What follows belongs to an exercise in optimizing a design on an open flow for small area, a short achievable clock period and few clock cycles per item; a production flow would make more cautious choices. Function was not checked in any run shown here: the RTL went through the layout flow alone.

==> flow/design.v <==
`timescale 1ns / 1ps
module mul_fp16
    (input  logic [15:0] a,
     input  logic [12:0] a3,
     input  logic [15:0] b,
     output logic [15:0] s
    );
    logic [10:0] ma;
    logic [12:0] pp [0:4];
    logic [21:0] m, r0, r1, r2, r3, r4, r5, s1, c1, s2, c2, s3, c3, s4, c4;
    logic [5:0]  esum;
    logic [4:0]  e0, e1;
    logic        keep;
    logic [9:0]  mo;
    always_comb begin
        ma = {1'b1, a[9:0]};
        for (int j = 0; j < 5; j++) begin
            case (b[2*j +: 2])
                2'd0: pp[j] = 13'd0;
                2'd1: pp[j] = {2'b00, ma};
                2'd2: pp[j] = {1'b0, ma, 1'b0};
                default: pp[j] = a3;
            endcase
        end
        r0 = {9'd0, pp[0]};
        r1 = {7'd0, pp[1], 2'd0};
        r2 = {5'd0, pp[2], 4'd0};
        r3 = {3'd0, pp[3], 6'd0};
        r4 = {1'b0, pp[4], 8'd0};
        r5 = {1'b0, ma, 10'd0};
        s1 = r0 ^ r1 ^ r2;
        c1 = ((r0 & r1) | (r0 & r2) | (r1 & r2)) << 1;
        s2 = r3 ^ r4 ^ r5;
        c2 = ((r3 & r4) | (r3 & r5) | (r4 & r5)) << 1;
        s3 = s1 ^ c1 ^ s2;
        c3 = ((s1 & c1) | (s1 & s2) | (c1 & s2)) << 1;
        s4 = s3 ^ c3 ^ c2;
        c4 = ((s3 & c3) | (s3 & c2) | (c3 & c2)) << 1;
        m = s4 + c4;
        esum = {1'b0, a[14:10]} + {1'b0, b[14:10]};
        e0   = esum[4:0] + 5'd17;               
        e1   = e0 + 5'd1;
        keep = m[21] || (e0 == 5'd0);
        mo   = keep ? m[20:11] : {m[19:11], 1'b0};
        if ((a == 16'h0000) || (b == 16'h0000))
            s = 16'h0000;
        else if ((a == 16'hFA00) || (b == 16'hFA00))
            s = 16'hFA00;
        else if ((a == 16'h7A00) || (b == 16'h7A00))
            s = 16'h7A00;
        else if (esum <= 6'd14)
            s = 16'h0000;
        else
            s = {a[15] ^ b[15], m[21] ? e1 : e0, mo};
    end
endmodule
`timescale 1ns / 1ps
module add_s1
    (input  logic [15:0] a,
     input  logic [15:0] b,
     output logic [15:0] l,
     output logic [10:0] ms,
     output logic        sub
    );
    logic        agt;
    logic [15:0] t;
    logic [4:0]  shr;
    always_comb begin
        agt = a[14:0] > b[14:0];
        t   = agt ? b : a;
        shr = (agt ? a[14:10] : b[14:10]) - t[14:10];
        sub = a[15] ^ b[15];
        ms  = {1'b1, t[9:0]} >> shr;
        l   = agt ? a : b;
        if (a == 16'h0000) begin
            l  = b;
            ms = 11'd0;
        end else if (b == 16'h0000) begin
            l  = a;
            ms = 11'd0;
        end else if (a == 16'hFA00 || b == 16'hFA00) begin
            l  = 16'hFA00;
            ms = 11'd0;
        end else if (a == 16'h7A00 || b == 16'h7A00) begin
            l  = 16'h7A00;
            ms = 11'd0;
        end else if (a[14:0] == b[14:0] && sub) begin
            l  = 16'h0000;
            ms = 11'd0;
        end
    end
endmodule
module add_s2
    (input  logic [15:0] l,
     input  logic [10:0] ms,
     input  logic        sub,
     output logic [15:0] s
    );
    logic [11:0] mf;
    logic [10:0] mk, z, mn;
    logic [4:0]  sh;
    always_comb begin
        mf = sub ? {1'b0, 1'b1, l[9:0]} - {1'b0, ms}
                 : {1'b0, 1'b1, l[9:0]} + {1'b0, ms};
        mk = 11'd0;
        for (int p = 0; p <= 10; p++)
            if (l[14:10] == 5'(10 - p)) mk[p] = 1'b1;
        z  = mf[10:0] | mk;
        sh = 5'd11;
        for (int p = 0; p <= 10; p++)
            if (z[p]) sh = 5'(10 - p);
        mn = mf[10:0] << sh;
        if (mf[11])
            s = {l[15], l[14:10] + 5'd1, mf[10:1]};
        else
            s = {l[15], l[14:10] - sh, mn[9:0]};
    end
endmodule
`timescale 1ns / 1ps
module dnn_relu_fp16
     (input     logic   clk,
      input     logic   rst,
      input     logic   start,
      input     logic   reset,
      output    logic   done,
      output    logic   unsigned    [16:0]    mem_addr,
      input     logic   signed      [15:0]    mem_data,
      output    logic               [159:0]   out);
    localparam logic [13:0] BASE_W1 = 14'd401;
    localparam logic [13:0] BASE_W2 = 14'd10426;
    localparam logic [15:0] ONE     = 16'h3C00;
    localparam logic [12:0] ONE3    = 13'd3072;     
    localparam logic [2:0] S_IDLE = 3'd0,
                           S_L1   = 3'd1,
                           S_PRE  = 3'd2,
                           S_L2   = 3'd3,
                           S_FIN  = 3'd4,
                           S_DONE = 3'd5;
    logic [2:0]  st;
    logic [4:0]  nj;
    logic        start_q;
    logic [13:0] ma;       
    logic [13:0] la;       
    logic [8:0]  n;        
    logic [13:0] fb;       
    logic [13:0] sb;       
    logic [4:0]  wleft;    
    logic        qv;       
    logic [4:0]  clrc;     
    logic [3:0]  cnt;      
    logic [4:0]  li;       
    logic        lk;       
    logic [2:0]  lp;       
    logic        sel_r, sel_y, sel_o;    
    logic        rot;      
    logic r_act, r_w1, r_l2, r_pre, r_l2f, r_last, r_fin, r_first;
    logic m_act, m_v, m_l2, m_pre, m_l2f, m_last, m_fin;
    logic s1_l2, s1_pre, s1_l2f, s1_last, s1_fin;
    logic s2_l2, s2_pre, s2_last, s2_fin;
    logic y_pre, y_last, y_fin;
    logic [15:0] D, A, Q, P, Y, H;
    logic [12:0] A3;
    logic [15:0] R [0:23];
    logic [15:0] O [0:9];
    logic [15:0] X_l;
    logic [10:0] X_ms;
    logic        X_sub;
    logic [4:0]  njn;
    logic        cap, busy;
    logic [15:0] prod, acc, s1_l, s2_s, h2;
    logic [10:0] s1_ms;
    logic        s1_sub;
    assign njn  = (nj >= 5'd12) ? nj - 5'd12 : nj + 5'd13;
    assign cap  = (st == S_L1) && m_act && (D[14:0] != 15'd0);
    assign busy = r_w1 && (wleft != 5'd0);
    assign h2   = R[2][15] ? 16'h0000 : R[2];
    mul_fp16 U_MUL (.a(A), .a3(A3), .b(D), .s(prod));
    assign acc = ({16{sel_r}} & R[0]) | ({16{sel_y}} & Y) | ({16{sel_o}} & O[0]);
    add_s1 U_ADD1 (.a(acc), .b(P), .l(s1_l), .ms(s1_ms), .sub(s1_sub));
    add_s2 U_ADD2 (.l(X_l), .ms(X_ms), .sub(X_sub), .s(s2_s));
    logic [2:0]  st_n;
    logic [13:0] ma_n, la_n, sb_n;
    logic [8:0]  n_n;
    logic [4:0]  wleft_n, li_n;
    logic [3:0]  cnt_n;
    logic        lk_n;
    logic [2:0]  lp_n;
    logic nr_act, nr_w1, nr_l2, nr_pre, nr_l2f, nr_last, nr_fin, nr_first;
    always_comb begin
        st_n = st; ma_n = 14'd0; la_n = la; sb_n = sb; n_n = n; wleft_n = wleft;
        cnt_n = cnt; li_n = li; lk_n = lk; lp_n = lp;
        nr_act = 1'b0; nr_w1 = 1'b0; nr_l2 = 1'b0; nr_pre = 1'b0;
        nr_l2f = 1'b0; nr_last = 1'b0; nr_fin = 1'b0; nr_first = 1'b0;
        case (st)
            S_IDLE: begin
                nr_act = 1'b1;
                if (start_q) begin
                    st_n = S_L1;
                    ma_n = 14'd1;
                    n_n  = 9'd2;
                end
            end
            S_L1: begin
                if (busy) begin
                    nr_w1 = 1'b1;
                    wleft_n = wleft - 5'd1;
                    ma_n = sb + {9'd0, njn};
                end else if (qv || cap) begin
                    nr_w1 = 1'b1;
                    nr_first = 1'b1;
                    wleft_n = 5'd24;
                    sb_n = cap ? fb : sb + 14'd25;
                    ma_n = sb_n + {9'd0, njn};
                end else if (n != 9'd401) begin
                    nr_act = 1'b1;
                    ma_n = {5'd0, n};
                    n_n = n + 9'd1;
                end else if (!r_act) begin
                    st_n = S_PRE;
                    cnt_n = 4'd0;
                    la_n = BASE_W2;
                    ma_n = la_n;
                    nr_l2 = 1'b1;
                    nr_pre = 1'b1;
                end
            end
            S_PRE: begin
                if (cnt != 4'd11)
                    cnt_n = cnt + 4'd1;
                if (cnt < 4'd9) begin
                    la_n = la + 14'd1;
                    ma_n = la_n;
                    nr_l2 = 1'b1;
                    nr_pre = 1'b1;
                end else if (cnt == 4'd11 && njn == 5'd0) begin
                    st_n = S_L2;
                    la_n = BASE_W2 + 14'd10;
                    ma_n = la_n;
                    li_n = 5'd1; lk_n = 1'b0; lp_n = 3'd0;
                    nr_l2 = 1'b1;
                    nr_l2f = 1'b1;
                end
            end
            S_L2: begin
                if (!lk) begin
                    lk_n = 1'b1;
                    la_n = la + 14'd1;
                    ma_n = la_n;
                    nr_l2 = 1'b1;
                    nr_l2f = (li == 5'd1);
                    nr_last = (li == 5'd25);
                    nr_fin = (li == 5'd25) && (lp == 3'd4);
                end else if (li != 5'd25) begin
                    li_n = li + 5'd1;
                    lk_n = 1'b0;
                    la_n = la + 14'd9;
                    ma_n = la_n;
                    nr_l2 = 1'b1;
                    nr_last = (li == 5'd24);
                end else if (lp != 3'd4) begin
                    lp_n = lp + 3'd1;
                    li_n = 5'd1;
                    lk_n = 1'b0;
                    la_n = la - 14'd239;
                    ma_n = la_n;
                    nr_l2 = 1'b1;
                    nr_l2f = 1'b1;
                end else begin
                    st_n = S_FIN;
                end
            end
            S_FIN: begin
                if (y_fin)
                    st_n = S_DONE;
            end
            S_DONE: begin
                nr_act = 1'b1;
                if (reset)
                    st_n = S_IDLE;
            end
            default: st_n = S_IDLE;
        endcase
    end
    always_ff @(posedge clk or posedge rst) begin
        if (rst) begin
            st <= S_IDLE; nj <= 5'd0; done <= 1'b0;
            r_act <= 1'b0; r_w1 <= 1'b0; r_l2 <= 1'b0; r_pre <= 1'b0;
            r_l2f <= 1'b0; r_last <= 1'b0; r_fin <= 1'b0; r_first <= 1'b0;
            m_act <= 1'b0; m_v <= 1'b0; m_l2 <= 1'b0; m_pre <= 1'b0;
            m_l2f <= 1'b0; m_last <= 1'b0; m_fin <= 1'b0;
            s1_l2 <= 1'b0; s1_pre <= 1'b0; s1_l2f <= 1'b0; s1_last <= 1'b0; s1_fin <= 1'b0;
            s2_l2 <= 1'b0; s2_pre <= 1'b0; s2_last <= 1'b0; s2_fin <= 1'b0;
            y_pre <= 1'b0; y_last <= 1'b0; y_fin <= 1'b0;
        end else begin
            st <= st_n; nj <= njn;
            if (st == S_FIN && y_fin)
                done <= 1'b1;
            else if (reset)
                done <= 1'b0;
            r_act <= nr_act; r_w1 <= nr_w1; r_l2 <= nr_l2; r_pre <= nr_pre;
            r_l2f <= nr_l2f; r_last <= nr_last; r_fin <= nr_fin; r_first <= nr_first;
            m_act <= r_act; m_v <= r_w1 || r_l2; m_l2 <= r_l2; m_pre <= r_pre;
            m_l2f <= r_l2f; m_last <= r_last; m_fin <= r_fin;
            s1_l2 <= m_l2; s1_pre <= m_pre; s1_l2f <= m_l2f; s1_last <= m_last; s1_fin <= m_fin;
            s2_l2 <= s1_l2; s2_pre <= s1_pre; s2_last <= s1_last; s2_fin <= s1_fin;
            y_pre <= s2_pre; y_last <= s2_last; y_fin <= s2_fin;
        end
    end
    always_ff @(posedge clk) begin
        start_q <= start;
        ma <= ma_n; la <= la_n; n <= n_n; sb <= sb_n;
        wleft <= wleft_n; cnt <= cnt_n; li <= li_n; lk <= lk_n; lp <= lp_n;
        if (st == S_IDLE && start_q)
            fb <= BASE_W1;
        else if (m_act)
            fb <= fb + 14'd25;
        if (st == S_IDLE)
            qv <= 1'b0;
        else
            qv <= cap || (qv && !r_first);
        if (st == S_IDLE && start_q)
            clrc <= 5'd24;
        else if (clrc != 5'd0)
            clrc <= clrc - 5'd1;
        sel_r <= !m_l2 && !(st == S_IDLE && start_q) && (clrc == 5'd0);
        sel_y <= m_l2 && !m_pre && !m_l2f;
        sel_o <= m_l2 && m_l2f;
        rot   <= m_l2f || s2_last || s2_pre;
    end
    always_ff @(posedge clk) begin
        D <= mem_data;
        P <= m_v ? prod : 16'h0000;
        X_l <= s1_l;
        X_ms <= s1_ms;
        X_sub <= s1_sub;
        Y <= s2_s;
        H <= R[0];
        for (int k = 0; k < 23; k++)
            R[k] <= R[k+1];
        R[23] <= s2_l2 ? H : s2_s;
        if (cap)
            Q <= D;
        if (r_first) begin
            A  <= Q;
            A3 <= {2'b01, Q[9:0]} + {1'b1, Q[9:0], 1'b0};
        end else if (r_pre) begin
            A  <= ONE;
            A3 <= ONE3;
        end else if (r_l2 && !lk) begin
            A  <= h2;
            A3 <= {2'b01, h2[9:0]} + {1'b1, h2[9:0], 1'b0};
        end
        if (rot) begin
            for (int k = 0; k < 9; k++)
                O[k] <= O[k+1];
            O[9] <= (y_pre || !Y[15]) ? Y : 16'h0000;
        end
    end
    always_comb begin
        for (int k = 0; k < 10; k++)
            out[16*k +: 16] = O[k];
    end
    assign mem_addr = {3'd0, ma};
endmodule
==> flow/run.sh <==
#!/bin/bash
# synth_recipe.tcl (not shown) runs the flow's synth.tcl, then flattens the netlist and writes it again
# the make line also repeats each setting of config.mk as NAME=value (left out here)
make -C /OpenROAD-flow-scripts/flow DESIGN_CONFIG=/design/flow/config.mk WORK_HOME=/design/flow/orfs CLKGATE_MAP_FILE= SYNTH_SCRIPT=/design/flow/synth_recipe.tcl finish
==> flow/config.mk <==
export PLATFORM = sky130hd
export DESIGN_NAME = dnn_relu_fp16
export DESIGN_NICKNAME = dnn_relu_fp16
export VERILOG_FILES = /design/flow/design.v
export SDC_FILE = /design/flow/constraint.sdc
export NUM_CORES = 8
export LEC_CHECK = 0
export CAP_MARGIN = 20
export CORE_MARGIN = 2
export CORE_UTILIZATION = 40
export SLEW_MARGIN = 20
==> flow/constraint.sdc <==
create_clock -name core_clock -period 30.0 [get_ports {clk}]
set_input_delay 6.0000 -clock core_clock [delete_from_list [all_inputs] [get_ports {clk}]]
set_output_delay 6.0000 -clock core_clock [all_outputs]
set_load 0.01 [all_outputs]
==> results of run 1 <==
## per-layer routing
layer | vias up | GRT usage | share of wire
met5 | - | 0 | 0
met4 | 0 | 0.05767 | 0.028
met3 | 139 | 0.03183 | 0.050
met2 | 587 | 0.2827 | 0.46
met1 | 10010 | 0.2542 | 0.47
li1 | 9669 | - | -
## logic make-up after synthesis
logic type	count (synthesis)	share of synthesized area
and+or+nand+nor	636	0.09979
DFF	808	0.6047
AOI/OAI and AO/OA	516	0.1121
adders and majority gates	164	0.07606
muxes	91	0.03472
other	1	0.0001197
xor gates and xnor gates	141	0.03943
buffers and inverters	261	0.03316
## layout by cell type, fill, tap and decap left out, types with 92 or more instances in the layout
cell / Yosys / layout
dfxtp_1: 515 / 514
edfxtp_1: 259 / 259
clkdlybuf4s50_1: 0 / 194
nand2_1: 168 / 168
inv_1: 161 / 160
nor2_1: 152 / 152
ha_1: 120 / 120
a21oi_1: 118 / 118
o21ai_0: 119 / 118
xnor2_1: 92 / 92
## cells in the mapped netlist, drive strengths merged, types with 32 or more instances
library cell	instances
dfxtp	515
edfxtp	259
nand2	169
inv	162
nor2	154
o21ai	128
a21oi	120
ha	120
xnor2	92
clkbuf	76
a22o	54
nor3	50
xor2	49
nand3	45
fa	44
and2	42
mux2	41
mux2i	40
dfrtp	34
a21o	32
## layout make-up
class                      count  area (µm²)
tap                         1040        1301
inverter                     162       608.1
timing repair buffer         216        2107
multi-input combinational   1551       11370
fill                        6998       40240
sequential                   808       18940
clock buffer                 114        2474
clock inverter                35       425.4
## state kept, by name, indices dropped and copies added, names as in the netlist, 9 cells and up
| register | count |
|---|---|
| A3 | 13 |
| P | 16 |
| la | 14 |
| Y | 16 |
| fb | 14 |
| ma | 14 |
| A | 15 |
| R | 384 |
| X_l | 16 |
| H | 16 |
| n | 9 |
| sb | 14 |
| D | 16 |
| X_ms | 11 |
| Q | 16 |
| O | 160 |
## final timing paths
path                           from       end  slack, ns  cells after the start
min in group asynchronous       rst    s1_fin       5.81                      3
setup reg to reg               D[4]      P[9]      23.64                     19
hold reg to reg            R[3][12]  R[2][12]       0.32                      0
hold / removal             R[3][12]  R[2][12]       0.32                      0
max in group asynchronous       rst     nj[1]      23.84                      3
setup / recovery           O[8][13]  out[141]      22.30                      1
==> flow_summary_export.csv, run 1 <==
group,metric,value,unit
sta,worst-slew-pin-transition,1.050,ns
logic_synthesis,syn_area,31320,µm²
flow_run,max-cap-violations,0,
layout,drive_gt1_frac,0.08593,
logic_synthesis,ys_seq_elements,808,
logic_synthesis,synth_top_area_frac,0.3292,
layout,final_cells,3926,
worst_setup_path,cp-start-kind,"register",
clock_tree,cts.root.buffer_cell,"clkbuf_16",
placed_design,placed_area,34320,µm²
floorplanning,die-area,80550,µm²
drt,num_vias,20410,
placed_design,pre_cts_slack,22.33,ns
layout,post-route-util,0.4806,
worst_setup_path,worstSetupPathType,"register to output port",
sta,slew_headroom,0.2975,
sta,rsz0062_at_grt,"false",
grt,antenna_found_initial,0,
grt,grt_overflow_total,0,
worst_setup_path,critical-path-max-stage-delay,0.61,ns
sta,finClkSkew,0.01826,ns
drt,via_per_inst,5.198,
drt,remaining_drc_errors,0,
sta,finalCritPeriodShare,0.2567,
floorplanning,ioPinCount,198,
worst_setup_path,path_max_fanout,2,
grt,grt_pass1_vias,20360,
drt,dr.pass1.iters,5,
logic_synthesis,syn_avg_cell_area,11.96,µm²
placed_design,routabilityCongestion,0.9080,
clock_tree,cts.sinks,808,
clock_tree,numCtsBuffers,81,
floorplanning,core,77470,µm²
logic_synthesis,yosysSeqAreaShare,0.6047,
grt,grt_max_degree,67,
worst_setup_path,critPathCaptureType,"output port",
drt,drt_iter0_markers,1691,
floorplanning,die_w,283.8,µm
clock_tree,ctsHtreeMaxLevel,3,
floorplanning,rows,102,
sta,drv_slew,0,
logic_synthesis,synth-async-reset-ratio,0.04208,
layout,final_area,37230,µm²
worst_setup_path,crit_slowest_cell,"clkdlybuf4s50_1",
floorplanning,start_util,0.4043,
placed_design,dp.cells,3777,
layout,n_antenna_cell,0,
clock_tree,cts_tree,"built",
sta,setup_viol,0,
placed_design,portBuffers,194,
floorplanning,die_y,283.8,µm
drt,wire_per_inst,18.99,µm
clock_tree,insertion_delay,0.62,ns
logic_synthesis,synth_enable_flop_cells,259,
clock_tree,clock_path_buffers,3,
worst_setup_path,crit_required,24.00,ns
logic_synthesis,ys_types,96,
layout,nNetsFinal,3004,
grt,grt_pass1_wl,115.6,mm
worst_setup_path,arrival,1.70,ns
sta,fin_ws,22.30,ns
clock_tree,hold_buffers,0,
sta,hold-worst-slack,0.3171,ns
logic_synthesis,synth_top_area_cell,"dfxtp_1",
sta,period_needed,7.702,ns
drt,ant_nets,0,
grt,track_usage,0.1807,
sta,timing.setup.tns,0,ns
worst_setup_path,crit_family,"buffers and inverters",
clock_tree,cts_setup_buffers,0,
drt,drt_wl_total,74.55,mm
logic_synthesis,synthCells,2618,
placed_design,dp.final_hpwl,52.97,mm
hold_path,worstHoldPathType,"register to register",
sta,hold_violations,0,
logic_synthesis,synthFlopType,"dfxtp_1",
clock_tree,postCtsResizedCells,0,
status,outcome,"timing/DRC/antenna clean",
sta,fmax,129.8,MHz
layout,syn_to_final_growth,18.86,%
logic_synthesis,yosysWarnings,7,
worst_setup_path,path_cells,"clkdlybuf4s50_1",
worst_setup_path,path_buf_inv,1,
clock_tree,clk_pin_slew,0.07,ns
logic_synthesis,synth_top_cells_by_area,"dfxtp_1 (33%), edfxtp_1 (25%), ha_1 (4.8%)",
==> run 2, diff against run 1 <==
--- a/flow/config.mk
+++ b/flow/config.mk
@@ -9,3 +9,4 @@
 export CORE_MARGIN = 2
-export CORE_UTILIZATION = 40
+export CORE_UTILIZATION = 60
+export CTS_BUF_LIST = sky130_fd_sc_hd__clkbuf_4 sky130_fd_sc_hd__clkbuf_8
 export SLEW_MARGIN = 20
==> flow_summary_export.csv, run 2 <==
group,metric,value,unit
worst_setup_path,r2r_setup_slack,23.68,ns
sta,hold_violations,0,
hold_path,worstHoldPathType,"register to register",
status,outcome,"timing/DRC/antenna clean",
layout,layout_common_cells,"dfxtp_1 (514), edfxtp_1 (259), clkdlybuf4s50_1 (194)",
clock_tree,cts.sinks,808,
sta,hold-worst-slack,0.3009,ns
clock_tree,hold_buffers,0,
worst_setup_path,critPathLaunch,"O[0][13]",
clock_tree,insertion_delay,0.73,ns
layout,syn_to_final_growth,16.96,%
worst_setup_path,crit_slowest_cell,"clkdlybuf4s50_1",
clock_tree,cts.root.buffer_cell,"clkbuf_8",
sta,rsz0062_at_grt,"false",
floorplanning,core,51510,µm²
sta,slew_headroom,0.2732,
worst_setup_path,timing.rr.end,"P[9]",
floorplanning,die-area,54040,µm²
worst_setup_path,cp_num_cells,1,
flow_run,max-cap-violations,0,
hold_path,holdPathStages,0,
logic_synthesis,ys_seq_elements,808,
clock_tree,clock_path_buffers,3,
clock_tree,numCtsBuffers,120,
sta,finalCritPeriodShare,0.2578,
grt,track_usage,0.2724,
logic_synthesis,syn_avg_cell_area,11.96,µm²
worst_setup_path,worstSetupPathType,"register to output port",
logic_synthesis,synth_top_cells_by_area,"dfxtp_1 (33%), edfxtp_1 (25%), ha_1 (4.8%)",
layout,largest_register_ff_count,384,
drt,via_per_inst,5.741,
layout,largest_registers,"R x384, O x160",
clock_tree,postCtsResizedCells,0,
sta,drv_slew,0,
grt,grt_overflow_total,0,
worst_setup_path,cp-start-kind,"register",
drt,drt_iter0_markers,1561,
drt,dr.pass1.iters,6,
logic_synthesis,yosysWarnings,7,
clock_tree,ctsHtreeMaxLevel,3,
logic_synthesis,ys_types,96,
placed_design,routabilityCongestion,0.9547,
logic_synthesis,synthTopCellsByCount,"dfxtp_1 (515), edfxtp_1 (259), nand2_1 (168)",
layout,drive_gt1_frac,0.1118,
grt,grt_pass1_vias,20810,
logic_synthesis,synth_enable_flop_cells,259,
sta,fmax,129.3,MHz
worst_setup_path,path_cells,"clkdlybuf4s50_1",
worst_setup_path,crit_family,"buffers and inverters",
drt,num_vias,20910,
drt,ant_nets,0,
worst_setup_path,path_max_fanout,2,
worst_setup_path,path_buf_inv,1,
layout,nNetsFinal,3039,
grt,grt_max_degree,86,
clock_tree,cts_tree,"built",
logic_synthesis,syn_area,31320,µm²
worst_setup_path,critical-path-max-stage-delay,0.61,ns
placed_design,dp.final_hpwl,50.86,mm
floorplanning,ioPinCount,198,
clock_tree,cts_setup_buffers,0,
logic_synthesis,yosysSeqAreaShare,0.6047,
layout,final_area,36630,µm²
logic_synthesis,yosys.cell_count.top_type,"dfxtp_1",
sta,worst-slew-pin-transition,1.083,ns
worst_setup_path,critPathCaptureType,"output port",
placed_design,placed_area,33840,µm²
layout,final_common_cell,"dfxtp_1",
floorplanning,die_w,232.5,µm
logic_synthesis,synthFlopType,"dfxtp_1",
layout,regMostFlops,"R",
floorplanning,start_util,0.6080,
worst_setup_path,r2r_cells,19,
sta,period_needed,7.733,ns
drt,remaining_drc_errors,0,
sta,timing.setup.tns,0,ns
drt,drt_wl_total,73.34,mm
floorplanning,rows,83,
logic_synthesis,synth_top_area_cell,"dfxtp_1",
logic_synthesis,synth_top_area_frac,0.3292,
layout,post-route-util,0.7112,
worst_setup_path,arrival,1.73,ns
grt,antenna_found_initial,0,
floorplanning,die_y,232.5,µm
sta,setup_viol,0,
worst_setup_path,r2r-start,"D[6]",
worst_setup_path,crit_required,24.00,ns
grt,grt_pass1_wl,115.3,mm
worst_setup_path,crit_path_end,"out[13]",
placed_design,portBuffers,194,
sta,finClkSkew,0.04351,ns
logic_synthesis,synthCells,2618,
logic_synthesis,synth-async-reset-ratio,0.04208,
drt,wire_per_inst,20.14,µm
clock_tree,clk_pin_slew,0.06,ns
run 2: cell count changes in the layout (fill, tap and decap cells not counted), sizes merged:
cell,change
clkbuf,+63
clkinv,+12
buf,-4
bufinv,+4
diode,+1
run 2: kinds of logic (layout without fill, tap and decap cells):
group           after synthesis  in the layout  synth area share
xor+xnor                    141            141           0.03943
mux                          91             91           0.03472
simple gates                636            636           0.09979
compound gates              516            516            0.1121
flops                       808            808            0.6047
buf+inv                     261            602           0.03316
other cells                   1              4         0.0001197
fa+ha+maj                   164            164           0.07606
run 2: stage by stage:
step           setup slack, ns  cells
2_1_floorplan            22.94   2620
3_3_place_gp             22.32   3413
3_5_place_dp             22.37   3413
4_1_cts                  22.19   3641
5_1_grt                  22.19   3641
6_report                 22.27   3642
run 2: metal layers:
metal / part of all wire / GRT usage / routed length, µm
met1: 0.45 / 0.3852 / 33060
met2: 0.46 / 0.4288 / 33840
met3: 0.067 / 0.05711 / 4950
met4: 0.020 / 0.07225 / 1485
met5: 0 / 0 / 0
run 2: final cells by class:
cell class / count / area, µm²
antenna: 1 / 2.502
sequential: 808 / 18940
clock inverter: 51 / 570.5
inverter: 162 / 608.1
timing repair buffer: 212 / 2077
clock buffer: 177 / 2205
fill: 3609 / 14880
tap: 680 / 850.8
multi-input combinational: 1551 / 11380
run 2: worst min-delay path by stage:
stage | from | endpoint | slack, ns
final | R[13][3] | R[12][3] | 0.30
after detailed placement | R[21][13] | R[20][13] | 0.31
after CTS | R[13][3] | R[12][3] | 0.30
after floorplan | R[1][0] | R[0][0] | 0.31
after global placement | R[4][5] | R[3][5] | 0.31
after global routing | R[13][3] | R[12][3] | 0.31
==> run 3, diff against run 2 <==
--- a/flow/design.v
+++ b/flow/design.v
@@ -149,5 +149,3 @@
     logic [4:0]  clrc;     
-    logic [3:0]  cnt;      
-    logic [4:0]  li;       
-    logic        lk;       
+    logic [5:0]  c2;       
     logic [2:0]  lp;       
@@ -169,3 +167,3 @@
     logic        cap, busy;
-    logic [15:0] prod, acc, s1_l, s2_s, h2;
+    logic [15:0] prod, acc, s1_l, s2_s, h2, asrc;
     logic [10:0] s1_ms;
@@ -176,2 +174,3 @@
     assign h2   = R[2][15] ? 16'h0000 : R[2];
+    assign asrc = r_first ? Q : h2;
     mul_fp16 U_MUL (.a(A), .a3(A3), .b(D), .s(prod));
@@ -183,5 +182,4 @@
     logic [8:0]  n_n;
-    logic [4:0]  wleft_n, li_n;
-    logic [3:0]  cnt_n;
-    logic        lk_n;
+    logic [4:0]  wleft_n;
+    logic [5:0]  c2_n;
     logic [2:0]  lp_n;
@@ -189,4 +187,4 @@
     always_comb begin
-        st_n = st; ma_n = 14'd0; la_n = la; sb_n = sb; n_n = n; wleft_n = wleft;
-        cnt_n = cnt; li_n = li; lk_n = lk; lp_n = lp;
+        st_n = st; ma_n = 14'd0; la_n = la + 14'd1; sb_n = sb; n_n = n;
+        wleft_n = wleft - 5'd1; c2_n = c2 + 6'd1; lp_n = lp;
         nr_act = 1'b0; nr_w1 = 1'b0; nr_l2 = 1'b0; nr_pre = 1'b0;
@@ -205,3 +203,2 @@
                     nr_w1 = 1'b1;
-                    wleft_n = wleft - 5'd1;
                     ma_n = sb + {9'd0, njn};
@@ -219,3 +216,2 @@
                     st_n = S_PRE;
-                    cnt_n = 4'd0;
                     la_n = BASE_W2;
@@ -227,6 +223,3 @@
             S_PRE: begin
-                if (cnt != 4'd11)
-                    cnt_n = cnt + 4'd1;
-                if (cnt < 4'd9) begin
-                    la_n = la + 14'd1;
+                if (la < BASE_W2 + 14'd9) begin
                     ma_n = la_n;
@@ -234,3 +227,3 @@
                     nr_pre = 1'b1;
-                end else if (cnt == 4'd11 && njn == 5'd0) begin
+                end else if (la >= BASE_W2 + 14'd11 && njn == 5'd0) begin
                     st_n = S_L2;
@@ -238,3 +231,4 @@
                     ma_n = la_n;
-                    li_n = 5'd1; lk_n = 1'b0; lp_n = 3'd0;
+                    c2_n = 6'd0;
+                    lp_n = 3'd0;
                     nr_l2 = 1'b1;
@@ -244,21 +238,12 @@
             S_L2: begin
-                if (!lk) begin
-                    lk_n = 1'b1;
-                    la_n = la + 14'd1;
+                if (c2 != 6'd49) begin
+                    la_n = la + (c2[0] ? 14'd9 : 14'd1);
                     ma_n = la_n;
                     nr_l2 = 1'b1;
-                    nr_l2f = (li == 5'd1);
-                    nr_last = (li == 5'd25);
-                    nr_fin = (li == 5'd25) && (lp == 3'd4);
-                end else if (li != 5'd25) begin
-                    li_n = li + 5'd1;
-                    lk_n = 1'b0;
-                    la_n = la + 14'd9;
-                    ma_n = la_n;
-                    nr_l2 = 1'b1;
-                    nr_last = (li == 5'd24);
+                    nr_l2f = (c2_n < 6'd2);
+                    nr_last = (c2_n >= 6'd48);
+                    nr_fin = (c2_n == 6'd49) && (lp == 3'd4);
                 end else if (lp != 3'd4) begin
                     lp_n = lp + 3'd1;
-                    li_n = 5'd1;
-                    lk_n = 1'b0;
+                    c2_n = 6'd0;
                     la_n = la - 14'd239;
@@ -311,3 +296,3 @@
         ma <= ma_n; la <= la_n; n <= n_n; sb <= sb_n;
-        wleft <= wleft_n; cnt <= cnt_n; li <= li_n; lk <= lk_n; lp <= lp_n;
+        wleft <= wleft_n; c2 <= c2_n; lp <= lp_n;
         if (st == S_IDLE && start_q)
@@ -342,5 +327,5 @@
             Q <= D;
-        if (r_first) begin
-            A  <= Q;
-            A3 <= {2'b01, Q[9:0]} + {1'b1, Q[9:0], 1'b0};
+        if (r_first || (r_l2 && !r_pre && !c2[0])) begin
+            A  <= asrc;
+            A3 <= {2'b01, asrc[9:0]} + {1'b1, asrc[9:0], 1'b0};
         end else if (r_pre) begin
@@ -348,5 +333,2 @@
             A3 <= ONE3;
-        end else if (r_l2 && !lk) begin
-            A  <= h2;
-            A3 <= {2'b01, h2[9:0]} + {1'b1, h2[9:0], 1'b0};
         end
--- a/flow/config.mk
+++ b/flow/config.mk
@@ -9,4 +9,6 @@
 export CORE_MARGIN = 2
-export CORE_UTILIZATION = 60
-export CTS_BUF_LIST = sky130_fd_sc_hd__clkbuf_4 sky130_fd_sc_hd__clkbuf_8
+export CORE_UTILIZATION = 40
+export CTS_BUF_LIST = sky130_fd_sc_hd__clkbuf_16
+export CTS_CLUSTER_DIAMETER = 80
+export CTS_CLUSTER_SIZE = 30
 export SLEW_MARGIN = 20
==> flow_summary_export.csv, run 3 <==
group,metric,value,unit
sta,period_needed,7.908,ns
grt,grt_pass1_wl,112.6,mm
clock_tree,ctsHtreeMaxLevel,2,
drt,dr.pass1.iters,5,
clock_tree,cts.sinks,804,
grt,grt_pass1_vias,19140,
layout,layout_common_cells,"dfxtp_1 (539), edfxtp_1 (230), clkdlybuf4s50_1 (194)",
clock_tree,postCtsResizedCells,0,
sta,worst-slew-pin-transition,1.032,ns
sta,fin_ws,22.09,ns
layout,largest_register_ff_count,384,
floorplanning,die-area,78510,µm²
drt,ant_nets,0,
worst_setup_path,cp-start-kind,"register",
logic_synthesis,synth-async-reset-ratio,0.04229,
floorplanning,ioPinCount,198,
hold_path,worstHoldPathType,"register to register",
status,outcome,"timing/DRC/antenna clean",
clock_tree,insertion_delay,0.64,ns
clock_tree,hold_buffers,0,
grt,track_usage,0.1837,
worst_setup_path,path_max_fanout,2,
logic_synthesis,ys_seq_elements,804,
drt,remaining_drc_errors,0,
worst_setup_path,cp_num_cells,1,
layout,final_common_cell,"dfxtp_1",
hold_path,holdPathStages,0,
logic_synthesis,synth_top_area_frac,0.3543,
placed_design,portBuffers,194,
worst_setup_path,crit_required,24.00,ns
logic_synthesis,syn_avg_cell_area,11.75,µm²
sta,slew_headroom,0.3118,
placed_design,routabilityCongestion,0.9325,
sta,hold_violations,0,
layout,syn_to_final_growth,14.61,%
flow_run,max-cap-violations,0,
sta,timing.setup.tns,0,ns
grt,grt_overflow_total,0,
floorplanning,core,75700,µm²
worst_setup_path,critical-path-max-stage-delay,0.63,ns
drt,drt_iter0_markers,1591,
placed_design,dp.cells,3687,
sta,finClkSkew,0.05851,ns
sta,drv_slew,0,
logic_synthesis,yosysSeqAreaShare,0.6085,
clock_tree,cts.root.buffer_cell,"clkbuf_16",
logic_synthesis,synth_top_area_cell,"dfxtp_1",
grt,antenna_found_initial,7,
sta,rsz0062_at_grt,"false",
logic_synthesis,synthFlopType,"dfxtp_1",
drt,num_vias,19730,
grt,grt_max_degree,82,
worst_setup_path,crit_family,"flip-flops",
logic_synthesis,synthTopCellsByCount,"dfxtp_1 (540), edfxtp_1 (230), nor2_1 (191)",
logic_synthesis,ys_types,96,
floorplanning,start_util,0.4031,
logic_synthesis,synth_top_cells_by_area,"dfxtp_1 (35%), edfxtp_1 (23%), ha_1 (4.6%)",
layout,final_cells,3767,
clock_tree,numCtsBuffers,42,
clock_tree,clk_pin_slew,0.11,ns
logic_synthesis,synthCells,2596,
sta,hold-worst-slack,0.3261,ns
worst_setup_path,path_cells,"clkdlybuf4s50_1",
layout,drive_gt1_frac,0.06140,
worst_setup_path,crit_slowest_cell,"edfxtp_1",
logic_synthesis,synth_enable_flop_cells,230,
drt,wire_per_inst,19.54,µm
worst_setup_path,r2r_cells,18,
sta,finalCritPeriodShare,0.2636,
floorplanning,rows,101,
layout,nNetsFinal,2928,
worst_setup_path,path_buf_inv,1,
drt,via_per_inst,5.236,
logic_synthesis,syn_area,30510,µm²
floorplanning,die_w,280.2,µm
clock_tree,clock_path_buffers,3,
logic_synthesis,yosysWarnings,7,
worst_setup_path,arrival,1.91,ns
layout,largest_registers,"R x384, O x160",
worst_setup_path,critPathCaptureType,"output port",
layout,post-route-util,0.4620,
clock_tree,cts_tree,"built",
placed_design,dp.final_hpwl,54.64,mm
worst_setup_path,worstSetupPathType,"register to output port",
logic_synthesis,yosys.cell_count.top_type,"dfxtp_1",
drt,drt_wl_total,73.63,mm
layout,regMostFlops,"R",
placed_design,pre_cts_slack,22.60,ns
floorplanning,die_y,280.2,µm
sta,fmax,126.5,MHz
sta,setup_viol,0,
clock_tree,cts_setup_buffers,0,
run 3: cell families after synthesis:
logic type	Yosys count	synth area share
flops	804	0.6085
simple gates	664	0.1054
compound gates	503	0.1108
buf+inv	248	0.03194
fa+ha+maj	154	0.07372
xor+xnor	142	0.04076
mux	80	0.02874
other cells	1	0.0001229
run 3: worst paths after layout:
path                            to     from  slack, ns
hold / removal             R[0][8]  R[1][8]       0.33
max in group asynchronous    nj[0]      rst      23.88
setup / recovery           out[51]  O[3][3]      22.09
hold reg to reg            R[0][8]  R[1][8]       0.33
min in group asynchronous  r_first      rst       5.76
setup reg to reg              P[6]     D[2]      23.19
run 3: layout make-up:
| type | count | area [µm²] |
|---|---|---|
| clock inverters | 32 | 466.7 |
| fillers | 6875 | 40720 |
| flip-flops and latches | 804 | 18570 |
| multi-input cells | 1546 | 11000 |
| well taps | 978 | 1224 |
| clock buffers | 43 | 1076 |
| inverters | 153 | 574.3 |
| diodes | 4 | 10.01 |
| repair buffers | 207 | 2052 |
run 3: routing by layer:
metal / up-vias / global-route usage / routed length (µm)
met5: - / 0 / 0
met4: 0 / 0.04607 / 1676
met3: 91 / 0.02365 / 3462
met2: 464 / 0.3005 / 34410
met1: 9752 / 0.2578 / 34080
li1: 9418 / - / -
run 3: per-stage QoR:
step	area (µm²)
floorplan	30520
global placement	33390
detailed placement	33390
CTS	34940
global route	34960
finish	34970
==> run 4, diff against run 3 <==
--- a/flow/config.mk
+++ b/flow/config.mk
@@ -10,5 +10,5 @@
 export CORE_UTILIZATION = 40
-export CTS_BUF_LIST = sky130_fd_sc_hd__clkbuf_16
-export CTS_CLUSTER_DIAMETER = 80
-export CTS_CLUSTER_SIZE = 30
+export CTS_BUF_LIST = sky130_fd_sc_hd__clkbuf_8
+export CTS_CLUSTER_DIAMETER = 50
+export CTS_CLUSTER_SIZE = 20
 export SLEW_MARGIN = 20
==> flow_summary_export.csv, run 4 <==
group,metric,value,unit
logic_synthesis,synth-async-reset-ratio,0.04229,
worst_setup_path,crit_required,24.00,ns
logic_synthesis,synth_top_area_frac,0.3543,
worst_setup_path,path_max_fanout,2,
status,outcome,"timing/DRC/antenna clean",
layout,nNetsFinal,2973,
floorplanning,ioPinCount,198,
sta,hold_violations,0,
worst_setup_path,path_buf_inv,1,
worst_setup_path,critical-path-max-stage-delay,0.64,ns
clock_tree,insertion_delay,0.73,ns
sta,drv_slew,0,
sta,setup_viol,0,
clock_tree,cts.root.buffer_cell,"clkbuf_8",
grt,antenna_found_initial,9,
grt,grt_use_met2,0.3017,
logic_synthesis,synthTopCellsByCount,"dfxtp_1 (540), edfxtp_1 (230), nor2_1 (191)",
drt,drt_iter0_markers,1619,
layout,largest_registers,"R x384, O x160",
worst_setup_path,crit_slowest_cell,"edfxtp_1",
layout,regMostFlops,"R",
logic_synthesis,synth_top_cells_by_area,"dfxtp_1 (35%), edfxtp_1 (23%), ha_1 (4.6%)",
hold_path,worstHoldPathType,"register to register",
clock_tree,ctsHtreeMaxLevel,3,
clock_tree,postCtsResizedCells,0,
logic_synthesis,syn_area,30510,µm²
worst_setup_path,path_cells,"clkdlybuf4s50_1",
grt,grt_overflow_total,0,
logic_synthesis,yosysWarnings,7,
sta,rsz0062_at_grt,"false",
grt,busiest_layer,"met2",
logic_synthesis,synth_top_area_cell,"dfxtp_1",
layout,syn_to_final_growth,16.54,%
sta,fmax,125.3,MHz
grt,gr-usage-met3,0.02865,
worst_setup_path,cp-start-kind,"register",
floorplanning,die-area,78510,µm²
placed_design,routabilityCongestion,0.9325,
sta,finalCritPeriodShare,0.2660,
hold_path,min-delay-start,"R[3][15]",
clock_tree,cts_setup_buffers,0,
logic_synthesis,ys_types,96,
worst_setup_path,critPathCaptureType,"output port",
clock_tree,cts_tree,"built",
drt,remaining_drc_errors,0,
worst_setup_path,critPathLaunch,"O[3][3]",
sta,hold-worst-slack,0.3080,ns
clock_tree,clk_pin_slew,0.10,ns
floorplanning,rows,101,
clock_tree,clock_path_buffers,3,
layout,drive_gt1_frac,0.09091,
placed_design,portBuffers,194,
drt,via_per_inst,5.215,
logic_synthesis,yosys.cell_count.top_type,"dfxtp_1",
floorplanning,core,75700,µm²
logic_synthesis,ys_seq_elements,804,
layout,largest_register_ff_count,384,
worst_setup_path,r2r-start,"D[2]",
layout,final_cells,3857,
placed_design,dp.final_hpwl,54.64,mm
floorplanning,die_w,280.2,µm
logic_synthesis,syn_avg_cell_area,11.75,µm²
sta,slew_headroom,0.3217,
drt,num_vias,20120,
grt,use_met1,0.2565,
clock_tree,numCtsBuffers,87,
drt,drt_wl_total,74.39,mm
layout,final_common_cell,"dfxtp_1",
grt,grt_pass1_wl,114.1,mm
clock_tree,hold_buffers,0,
drt,dr.pass1.iters,8,
placed_design,dp.cells,3687,
grt,track_usage,0.1865,
logic_synthesis,synthFlopType,"dfxtp_1",
worst_setup_path,worstSetupPathType,"register to output port",
sta,period_needed,7.981,ns
clock_tree,cts.sinks,804,
drt,ant_nets,0,
sta,worst-slew-pin-transition,1.017,ns
sta,finClkSkew,0.05753,ns
grt,grt_pass1_vias,19670,
logic_synthesis,synthCells,2596,
sta,timing.setup.tns,0,ns
floorplanning,die_y,280.2,µm
drt,wire_per_inst,19.29,µm
worst_setup_path,arrival,1.98,ns
logic_synthesis,synth_enable_flop_cells,230,
flow_run,max-cap-violations,0,
layout,post-route-util,0.4698,
layout,layout_common_cells,"dfxtp_1 (539), edfxtp_1 (230), clkdlybuf4s50_1 (194)",
floorplanning,start_util,0.4031,
worst_setup_path,crit_family,"flip-flops",
grt,grt_max_degree,82,
logic_synthesis,yosysSeqAreaShare,0.6085,
## run 4: path summary, 6_finish.rpt
| check | endpoint | slack, ns | cells after the start |
|---|---|---|---|
| max | out[51] | 22.02 | 1 |
| min | R[2][15] | 0.31 | 0 |
| max reg2reg | P[6] | 23.13 | 18 |
| min reg2reg | R[2][15] | 0.31 | 0 |
| max in group asynchronous | nj[0] | 23.95 | 3 |
| min in group asynchronous | done | 5.65 | 3 |
## run 4: cell families (layout without fill, tap and decap cells)
kind of cell,count (synthesis),count (layout),synth area share
buffers and inverters,248,521,0.03194
adders and majority gates,154,154,0.07372
xor gates and xnor gates,142,142,0.04076
muxes,80,80,0.02874
other,1,11,0.0001229
DFF,804,804,0.6085
AOI/OAI and AO/OA,503,503,0.1108
and+or+nand+nor,664,664,0.1054
## run 4: cell type report
type | count | area (µm²)
fillers | 6826 | 40140
flip-flops and latches | 804 | 18570
multi-input cells | 1546 | 11000
repair buffers | 207 | 2052
well taps | 978 | 1224
clock buffers | 87 | 1197
clock inverters | 74 | 922.1
inverters | 153 | 574.3
diodes | 8 | 20.02
## run 4: through the flow
stage | instance area, µm² | setup slack, ns
after floorplan | 30520 | 23.25
after global placement | 33390 | 22.58
after detailed placement | 33390 | 22.60
after CTS | 35510 | 21.97
after global routing | 35550 | 21.96
final | 35560 | 22.02
## run 4: layer usage
metal	part of all wire	wire length [µm]	vias up
met5	0.00017	13	-
li1	-	-	9563
met1	0.46	34140	9866
met3	0.048	3534	134
met4	0.026	1914	2
met2	0.47	34790	551
==> run 5, diff against run 4 <==
==> flow/flow/run.sh (new file) <==
#!/bin/bash
# Layout flow: the standard flow (standard.sh), with the port buffers
# made of sky130_fd_sc_hd__buf_2 cells and timing repair aimed at a setup
# slack of 22.5 ns. Each tool's output goes to a log file of its own here.
set -euo pipefail
bash standard.sh synth > log_synth.txt 2>&1
bash standard.sh SETUP_SLACK_MARGIN=22.5 "BUFFER_PORTS_ARGS=-buffer_cell sky130_fd_sc_hd__buf_2" finish > log_layout.txt 2>&1
==> flow/standard.sh (new file) <==
#!/bin/bash
# synth_recipe.tcl (not shown) runs the flow's synth.tcl, then flattens the netlist and writes it again
# the make line also repeats each setting of config.mk as NAME=value (left out here)
make -C /OpenROAD-flow-scripts/flow DESIGN_CONFIG=/design/flow/config.mk WORK_HOME=/design/flow/orfs CLKGATE_MAP_FILE= SYNTH_SCRIPT=/design/flow/synth_recipe.tcl "${@:-finish}"
--- a/flow/config.mk
+++ b/flow/config.mk
@@ -10,5 +10,5 @@
 export CORE_UTILIZATION = 40
-export CTS_BUF_LIST = sky130_fd_sc_hd__clkbuf_8
-export CTS_CLUSTER_DIAMETER = 50
-export CTS_CLUSTER_SIZE = 20
+export CTS_BUF_LIST = sky130_fd_sc_hd__clkbuf_16
+export CTS_CLUSTER_DIAMETER = 80
+export CTS_CLUSTER_SIZE = 30
 export SLEW_MARGIN = 20
removed: flow/run.sh
==> flow_summary_export.csv, run 5 <==
group,metric,value,unit
placed_design,dp.cells,3687,
sta,setup_viol,0,
logic_synthesis,syn_avg_cell_area,11.75,µm²
floorplanning,start_util,0.4031,
drt,drt_iter0_markers,1498,
floorplanning,rows,101,
drt,remaining_drc_errors,0,
clock_tree,insertion_delay,0.64,ns
worst_setup_path,cp_num_cells,1,
clock_tree,cts.root.buffer_cell,"clkbuf_16",
grt,antenna_found_initial,9,
worst_setup_path,path_max_fanout,2,
logic_synthesis,ys_types,96,
logic_synthesis,ys_seq_elements,804,
clock_tree,ctsHtreeMaxLevel,2,
worst_setup_path,critPathCaptureType,"output port",
drt,dr.pass1.iters,5,
worst_setup_path,crit_required,24.00,ns
layout,syn_to_final_growth,11.19,%
sta,rsz0062_at_grt,"false",
logic_synthesis,synth-async-reset-ratio,0.04229,
worst_setup_path,timing.rr.end,"P[6]",
drt,via_per_inst,5.253,
logic_synthesis,synth_enable_flop_cells,230,
logic_synthesis,yosys.cell_count.top_type,"dfxtp_1",
layout,final_common_cell,"dfxtp_1",
worst_setup_path,path_buf_inv,1,
logic_synthesis,synthCells,2596,
worst_setup_path,critPathLaunch,"O[2][0]",
sta,finalCritPeriodShare,0.2458,
logic_synthesis,yosysSeqAreaShare,0.6085,
flow_run,max-cap-violations,0,
sta,timing.setup.tns,0,ns
grt,grt_pass1_wl,111.1,mm
layout,regMostFlops,"R",
worst_setup_path,path_cells,"buf_2",
logic_synthesis,syn_area,30510,µm²
layout,nNetsFinal,2928,
grt,track_usage,0.1814,
placed_design,dp.final_hpwl,54.05,mm
drt,drt_wl_total,72.72,mm
logic_synthesis,synth_top_area_frac,0.3543,
placed_design,routabilityCongestion,0.8924,
hold_path,worstHoldPathType,"register to register",
sta,hold_violations,0,
floorplanning,ioPinCount,198,
worst_setup_path,r2r-start,"D[2]",
sta,finClkSkew,0.04062,ns
grt,grt_use_met2,0.2919,
layout,largest_registers,"R x384, O x160",
sta,slew_headroom,0.2804,
layout,drive_gt1_frac,0.1296,
grt,grt_max_degree,84,
clock_tree,hold_buffers,0,
clock_tree,cts_tree,"built",
layout,layout_common_cells,"dfxtp_1 (539), edfxtp_1 (230), buf_2 (194)",
floorplanning,die-area,78510,µm²
worst_setup_path,r2r_setup_slack,23.25,ns
logic_synthesis,synth_top_area_cell,"dfxtp_1",
clock_tree,cts.sinks,804,
clock_tree,clk_pin_slew,0.11,ns
worst_setup_path,critical-path-max-stage-delay,0.53,ns
floorplanning,die_w,280.2,µm
worst_setup_path,crit_family,"flip-flops",
logic_synthesis,synth_top_cells_by_area,"dfxtp_1 (35%), edfxtp_1 (23%), ha_1 (4.6%)",
grt,use_met1,0.2528,
sta,period_needed,7.375,ns
clock_tree,numCtsBuffers,42,
drt,wire_per_inst,19.32,µm
logic_synthesis,yosysWarnings,7,
grt,grt_overflow_total,0,
drt,ant_nets,0,
layout,largest_register_ff_count,384,
worst_setup_path,crit_path_end,"out[32]",
worst_setup_path,r2r_cells,18,
worst_setup_path,worstSetupPathType,"register to output port",
layout,register_area,18570,µm²
clock_tree,clock_path_buffers,3,
placed_design,portBuffers,194,
sta,fin_ws,22.63,ns
placed_design,pre_cts_slack,23.02,ns
worst_setup_path,crit_slowest_cell,"edfxtp_1",
grt,gr-usage-met3,0.02665,
logic_synthesis,synthTopCellsByCount,"dfxtp_1 (540), edfxtp_1 (230), nor2_1 (191)",
status,outcome,"timing/DRC/antenna clean",
floorplanning,core,75700,µm²
worst_setup_path,cp-start-kind,"register",
layout,multi_input_area,11000,µm²
drt,num_vias,19770,
layout,final_cells,3764,
logic_synthesis,synthFlopType,"dfxtp_1",
grt,busiest_layer,"met2",
sta,fmax,135.6,MHz
grt,grt_pass1_vias,19140,
sta,drv_slew,0,
layout,n_fill_cell,6957,
worst_setup_path,arrival,1.37,ns
sta,worst-slew-pin-transition,1.079,ns
floorplanning,die_y,280.2,µm
run 5: cells by family (layout without fill, tap and decap cells):
family	Yosys count	after routing	share of synthesized area
AOI/OAI and AO/OA	503	503	0.1108
muxes	80	80	0.02874
other	1	4	0.0001229
xor gates and xnor gates	142	142	0.04076
and+or+nand+nor	664	664	0.1054
adders and majority gates	154	154	0.07372
DFF	804	804	0.6085
buffers and inverters	248	435	0.03194
run 5: repair_timing:
item	CTS	global route
setup endpoints to repair	1	0
buffers inserted	1	0
resized for setup	0	0
run 5: cell type report:
cell class	instances	area share
flip-flops and latches	804	0.5474
well taps	978	0.03607
multi-input cells	1546	0.3242
inverters	153	0.01693
clock inverters	32	0.01217
repair buffers	207	0.03149
clock buffers	43	0.03171
diodes	1	0.00007375
run 5: layer usage:
layer | vias up | wire length [µm]
met5 | - | 0
met4 | 0 | 1879
met3 | 106 | 4098
met2 | 578 | 33750
met1 | 9682 | 32990
li1 | 9407 | -
run 5: through the flow:
step	utilization	cell area [µm²]	hold slack, ns
after floorplan	-	30520	0.3096
after global placement	0.4283	32420	0.3097
after detailed placement	0.4283	32420	0.3121
after CTS	0.4481	33920	0.3104
after global routing	0.4482	33930	0.3045
final	0.4482	33930	0.3138
run 5: worst min path at each step:
stage             start  cells after the start        to
2_1_floorplan   R[1][0]                      0   R[0][0]
3_3_place_gp   R[7][11]                      0  R[6][11]
3_5_place_dp   R[15][3]                      0  R[14][3]
4_1_cts         R[5][3]                      0   R[4][3]
5_1_grt         R[5][3]                      0   R[4][3]
6_report        R[5][3]                      0   R[4][3]
==> run 6, diff against run 5 <==
--- a/flow/config.mk
+++ b/flow/config.mk
@@ -9,3 +9,3 @@
 export CORE_MARGIN = 2
-export CORE_UTILIZATION = 40
+export CORE_UTILIZATION = 70
 export CTS_BUF_LIST = sky130_fd_sc_hd__clkbuf_16
==> flow_summary_export.csv, run 6 <==
group,metric,value,unit
floorplanning,core,43080,µm²
logic_synthesis,yosysSeqAreaShare,0.6085,
grt,grt_max_degree,88,
hold_path,worstHoldPathType,"register to register",
sta,hold-worst-slack,0.3140,ns
logic_synthesis,yosys.cell_count.top_type,"dfxtp_1",
logic_synthesis,syn_area,30510,µm²
clock_tree,ctsHtreeMaxLevel,2,
layout,regMostFlops,"R",
drt,remaining_drc_errors,0,
clock_tree,clk_pin_slew,0.11,ns
status,outcome,"timing/DRC/antenna clean",
worst_setup_path,arrival,1.32,ns
worst_setup_path,crit_required,24.00,ns
clock_tree,cts_setup_buffers,0,
layout,largest_registers,"R x384, O x160",
sta,period_needed,7.316,ns
floorplanning,die_w,212.8,µm
logic_synthesis,yosysWarnings,7,
worst_setup_path,path_cells,"buf_2",
sta,worst-slew-pin-transition,1.060,ns
floorplanning,die_y,212.8,µm
grt,grt_overflow_total,0,
sta,drv_slew,0,
drt,dr.pass1.iters,8,
logic_synthesis,synth_top_cells_by_area,"dfxtp_1 (35%), edfxtp_1 (23%), ha_1 (4.6%)",
clock_tree,clock_path_buffers,3,
worst_setup_path,worstSetupPathType,"register to output port",
logic_synthesis,synthTopCellsByCount,"dfxtp_1 (540), edfxtp_1 (230), nor2_1 (191)",
logic_synthesis,ys_seq_elements,804,
worst_setup_path,crit_slowest_cell,"edfxtp_1",
grt,grt_pass1_vias,19650,
placed_design,portBuffers,194,
sta,rsz0062_at_grt,"false",
drt,num_vias,20310,
sta,fmax,136.7,MHz
layout,layout_common_cells,"dfxtp_1 (539), edfxtp_1 (230), buf_2 (194)",
clock_tree,postCtsResizedCells,0,
floorplanning,ioPinCount,198,
layout,drive_gt1_frac,0.1263,
worst_setup_path,critPathCaptureType,"output port",
grt,antenna_found_initial,3,
sta,finalCritPeriodShare,0.2439,
drt,ant_nets,0,
worst_setup_path,cp-start-kind,"register",
logic_synthesis,ys_types,96,
clock_tree,cts.sinks,804,
layout,final_common_cell,"dfxtp_1",
floorplanning,start_util,0.7084,
logic_synthesis,synthCells,2596,
worst_setup_path,crit_family,"flip-flops",
sta,slew_headroom,0.2935,
sta,hold_violations,0,
flow_run,max-cap-violations,0,
logic_synthesis,synth_enable_flop_cells,230,
sta,finClkSkew,0.02436,ns
drt,wire_per_inst,21.30,µm
clock_tree,numCtsBuffers,36,
layout,final_cells,3367,
layout,largest_register_ff_count,384,
layout,post-route-util,0.7697,
logic_synthesis,syn_avg_cell_area,11.75,µm²
logic_synthesis,synth-async-reset-ratio,0.04229,
layout,syn_to_final_growth,8.656,%
drt,drt_iter0_markers,2025,
worst_setup_path,path_buf_inv,1,
floorplanning,die-area,45280,µm²
logic_synthesis,synthFlopType,"dfxtp_1",
grt,grt_pass1_wl,109.8,mm
sta,setup_viol,0,
clock_tree,cts.root.buffer_cell,"clkbuf_16",
placed_design,dp.cells,3298,
sta,timing.setup.tns,0,ns
grt,track_usage,0.3163,
drt,via_per_inst,6.032,
placed_design,routabilityCongestion,0.9392,
logic_synthesis,synth_top_area_frac,0.3543,
layout,nNetsFinal,2925,
clock_tree,cts_tree,"built",
logic_synthesis,synth_top_area_cell,"dfxtp_1",
clock_tree,insertion_delay,0.60,ns
floorplanning,rows,76,
drt,drt_wl_total,71.72,mm
placed_design,dp.final_hpwl,50.30,mm
worst_setup_path,critical-path-max-stage-delay,0.52,ns
clock_tree,hold_buffers,0,
worst_setup_path,path_max_fanout,2,
## run 6: final cells by class
cell class	count	area (µm²)
sequential	804	18570
multi-input combinational	1546	11000
fill	2736	9921
timing repair buffer	210	1095
clock buffer	36	900.9
tap	585	732.0
inverter	153	574.3
clock inverter	30	275.3
antenna	3	7.507
## run 6: per-stage QoR
stage / worst slack, ns / instance area (µm²)
after CTS: 22.65 / 33140
after detailed placement: 23.04 / 31960
after global placement: 23.01 / 31960
final: 22.68 / 33160
after floorplan: 23.25 / 30520
after global routing: 22.56 / 33150
## run 6: cell families (layout without fill, tap and decap cells)
group,count (synthesis),count (layout),share of synthesized area
XOR/XNOR,142,142,0.04076
AND/OR/NAND/NOR,664,664,0.1054
adder cells (fa/ha/maj),154,154,0.07372
buffers and inverters,248,429,0.03194
other,1,6,0.0001229
AO/OA/AOI/OAI,503,503,0.1108
multiplexers,80,80,0.02874
flip-flops,804,804,0.6085
## run 6: worst paths after layout
check                            to  startpoint  cells after the start  slack (ns)
setup / recovery           out[156]    O[9][12]                      1       22.68
hold reg to reg            R[15][5]    R[16][5]                      0        0.31
max in group asynchronous     st[0]         rst                      3       24.13
min in group asynchronous      r_w1         rst                      3        5.52
setup reg to reg               P[6]        D[4]                     19       22.97
hold / removal             R[15][5]    R[16][5]                      0        0.31
## run 6: routing by layer
layer  vias up  wire, µm  global-route usage  share of wire
met5         -         0                   0              0
met3       123      5241             0.04736          0.073
met2       873     34280              0.5261           0.48
met1      9909     30290              0.4324           0.42
met4         0      1911             0.09838          0.027
li1       9404         -                   -              -
==> run 7, diff against run 6 <==
--- a/flow/config.mk
+++ b/flow/config.mk
@@ -9,3 +9,3 @@
 export CORE_MARGIN = 2
-export CORE_UTILIZATION = 70
+export CORE_UTILIZATION = 55
 export CTS_BUF_LIST = sky130_fd_sc_hd__clkbuf_16
==> flow_summary_export.csv, run 7 <==
group,metric,value,unit
logic_synthesis,yosysSeqAreaShare,0.6085,
drt,drt_iter0_markers,1329,
sta,timing.setup.tns,0,ns
logic_synthesis,ys_types,96,
layout,nNetsFinal,2929,
placed_design,routabilityCongestion,0.9364,
logic_synthesis,synth_enable_flop_cells,230,
floorplanning,start_util,0.5550,
drt,routed.top_layer,"met4",
worst_setup_path,critPathCaptureType,"output port",
sta,setup_viol,0,
clock_tree,cts.sinks,804,
worst_setup_path,crit_required,24.00,ns
layout,register_area,18570,µm²
floorplanning,die_w,239.5,µm
sta,hold_violations,0,
placed_design,dp.cells,3461,
grt,grt_overflow_total,0,
floorplanning,ioPinCount,198,
logic_synthesis,synth_top_cells_by_area,"dfxtp_1 (35%), edfxtp_1 (23%), ha_1 (4.6%)",
logic_synthesis,ys_seq_elements,804,
clock_tree,cts_setup_buffers,0,
sta,finalCritPeriodShare,0.2418,
worst_setup_path,path_cells,"buf_2",
sta,worst-slew-pin-transition,1.100,ns
clock_tree,postCtsResizedCells,0,
drt,wl_met2,31.19,mm
worst_setup_path,crit_slowest_cell,"edfxtp_1",
flow_run,max-cap-violations,0,
layout,regMostFlops,"R",
layout,n_antenna_cell,0,
logic_synthesis,syn_avg_cell_area,11.75,µm²
sta,slew_headroom,0.2666,
clock_tree,numCtsBuffers,40,
grt,grt_pass1_wl,106.9,mm
clock_tree,insertion_delay,0.61,ns
clock_tree,hold_buffers,0,
logic_synthesis,yosysWarnings,7,
hold_path,worstHoldPathType,"register to register",
worst_setup_path,arrival,1.25,ns
logic_synthesis,synth-async-reset-ratio,0.04229,
worst_setup_path,worstSetupPathType,"register to output port",
clock_tree,ctsHtreeMaxLevel,2,
clock_tree,clock_path_buffers,3,
drt,dr.pass1.iters,8,
grt,grt_max_degree,84,
drt,drt_wl_total,69.00,mm
logic_synthesis,synthFlopType,"dfxtp_1",
worst_setup_path,critical-path-max-stage-delay,0.46,ns
layout,drive_gt1_frac,0.1296,
drt,wl_met1,32.57,mm
floorplanning,die_y,239.5,µm
status,outcome,"timing/DRC/antenna clean",
grt,track_usage,0.2395,
layout,multi_input_area,11000,µm²
worst_setup_path,cp-start-kind,"register",
clock_tree,cts_tree,"built",
logic_synthesis,synthCells,2596,
sta,rsz0062_at_grt,"false",
logic_synthesis,synthTopCellsByCount,"dfxtp_1 (540), edfxtp_1 (230), nor2_1 (191)",
grt,antenna_found_initial,1,
floorplanning,core,54990,µm²
layout,final_common_cell,"dfxtp_1",
drt,ant_nets,0,
layout,largest_register_ff_count,384,
sta,fmax,137.9,MHz
grt,grt_pass1_vias,18900,
sta,finClkSkew,0.04569,ns
layout,syn_to_final_growth,10.08,%
worst_setup_path,path_max_fanout,2,
layout,layout_common_cells,"dfxtp_1 (539), edfxtp_1 (230), buf_2 (194)",
logic_synthesis,synth_top_area_cell,"dfxtp_1",
sta,drv_slew,0,
drt,via_per_inst,5.576,
floorplanning,rows,86,
worst_setup_path,path_buf_inv,1,
logic_synthesis,synth_top_area_frac,0.3543,
sta,period_needed,7.253,ns
logic_synthesis,yosys.cell_count.top_type,"dfxtp_1",
clock_tree,cts.root.buffer_cell,"clkbuf_16",
layout,final_cells,3534,
drt,wire_per_inst,19.52,µm
drt,num_vias,19710,
logic_synthesis,syn_area,30510,µm²
worst_setup_path,crit_family,"flip-flops",
placed_design,portBuffers,194,
drt,wl_met3,3.678,mm
drt,remaining_drc_errors,0,
layout,n_fill_cell,4469,
layout,largest_registers,"R x384, O x160",
clock_tree,clk_pin_slew,0.11,ns
placed_design,dp.final_hpwl,50.43,mm
floorplanning,die-area,57380,µm²
[run 7: changes by cell type in the layout (fill, tap and decap cells not counted), sizes merged]
| cell | before | now |
|---|---|---|
| inv | 175 | 170 |
| bufinv | 1 | 0 |
| diode | 3 | 0 |
| clkinv | 7 | 16 |
| clkbuf | 36 | 40 |
[run 7: cell families after synthesis]
logic type | count (synthesis) | synth area share
DFF | 804 | 0.6085
and+or+nand+nor | 664 | 0.1054
AOI/OAI and AO/OA | 503 | 0.1108
buffers and inverters | 248 | 0.03194
adders and majority gates | 154 | 0.07372
xor gates and xnor gates | 142 | 0.04076
muxes | 80 | 0.02874
other | 1 | 0.0001229
[run 7: final cells by class]
type / instances / area share
clock inverters: 33 / 0.01244
flip-flops and latches: 804 / 0.5529
well taps: 748 / 0.02786
clock buffers: 40 / 0.02980
repair buffers: 210 / 0.03248
inverters: 153 / 0.01710
multi-input cells: 1546 / 0.3274
[run 7: path summary, 6_finish.rpt]
kind	cells after the start	slack (ns)	startpoint	end
min	0	0.31	R[11][8]	R[10][8]
max reg2reg	18	23.33	D[0]	P[5]
max	1	22.75	O[9][0]	out[144]
min in group asynchronous	3	5.49	rst	r_last
min reg2reg	0	0.31	R[11][8]	R[10][8]
max in group asynchronous	3	24.15	rst	m_v
[run 7: stage by stage]
step | worst slack, ns | hold slack [ns] | utilization | area, µm²
final | 22.75 | 0.3144 | 0.6109 | 33590
after global routing | 22.70 | 0.3228 | 0.6109 | 33590
after floorplan | 23.25 | 0.3096 | - | 30520
after detailed placement | 23.04 | 0.3121 | 0.5849 | 32160
after global placement | 23.07 | 0.3099 | 0.5849 | 32160
after CTS | 22.71 | 0.3170 | 0.6108 | 33580
[run 7: layer usage]
metal / vias up / track usage
li1: 9404 / -
met1: 9589 / 0.3538
met2: 621 / 0.3745
met3: 91 / 0.02927
met4: 0 / 0.06269
met5: - / 0

afterwards: timing with drivers on the ports:
The results above use ideal ports. As a check the final layouts listed here were re-extracted and re-timed, cells and wires unchanged.
Step 1 assumes that a clkbuf_16 drives the clock port and a buf_2 every other input.
Step 2 adds t to the input delays and takes it off the output delays; t is the mean of the earliest and latest rising clock arrival at the registers after step 1. Input paths then give back, and output paths get back, about the clock's delay inside the block.
Three values: ideal ports, drivers, drivers and shift; two values: the first two.
run	t, ns	setup slack, ns	hold WS [ns]	worst setup path after step 2	slew at the worst register clock pin (ns)
run 1	0.671	22.298 / 22.238 / 22.287	0.317 / 0.317 / 0.317	input to register	0.07 / 0.07
run 2	0.760	22.267 / 22.209 / 22.365	0.301 / 0.301 / 0.301	input to register	0.07 / 0.07
run 3	0.681	22.092 / 22.027 / 22.603	0.326 / 0.326 / 0.326	input to register	0.11 / 0.11
run 4	0.762	22.019 / 21.956 / 22.613	0.308 / 0.308 / 0.308	input to register	0.12 / 0.12
run 5	0.682	22.625 / 22.561 / 22.982	0.314 / 0.314 / 0.314	input to register	0.11 / 0.11
run 6	0.652	22.684 / 22.620 / 22.973	0.314 / 0.314 / 0.314	register to register	0.12 / 0.12
run 7	0.652	22.747 / 22.687 / 23.041	0.314 / 0.314 / 0.314	input to register	0.11 / 0.11
After both steps every run listed still meets setup and hold. For run 1, which loses most, drivers alone change the setup slack by -0.060 ns; drivers and shift together by -0.011 ns.
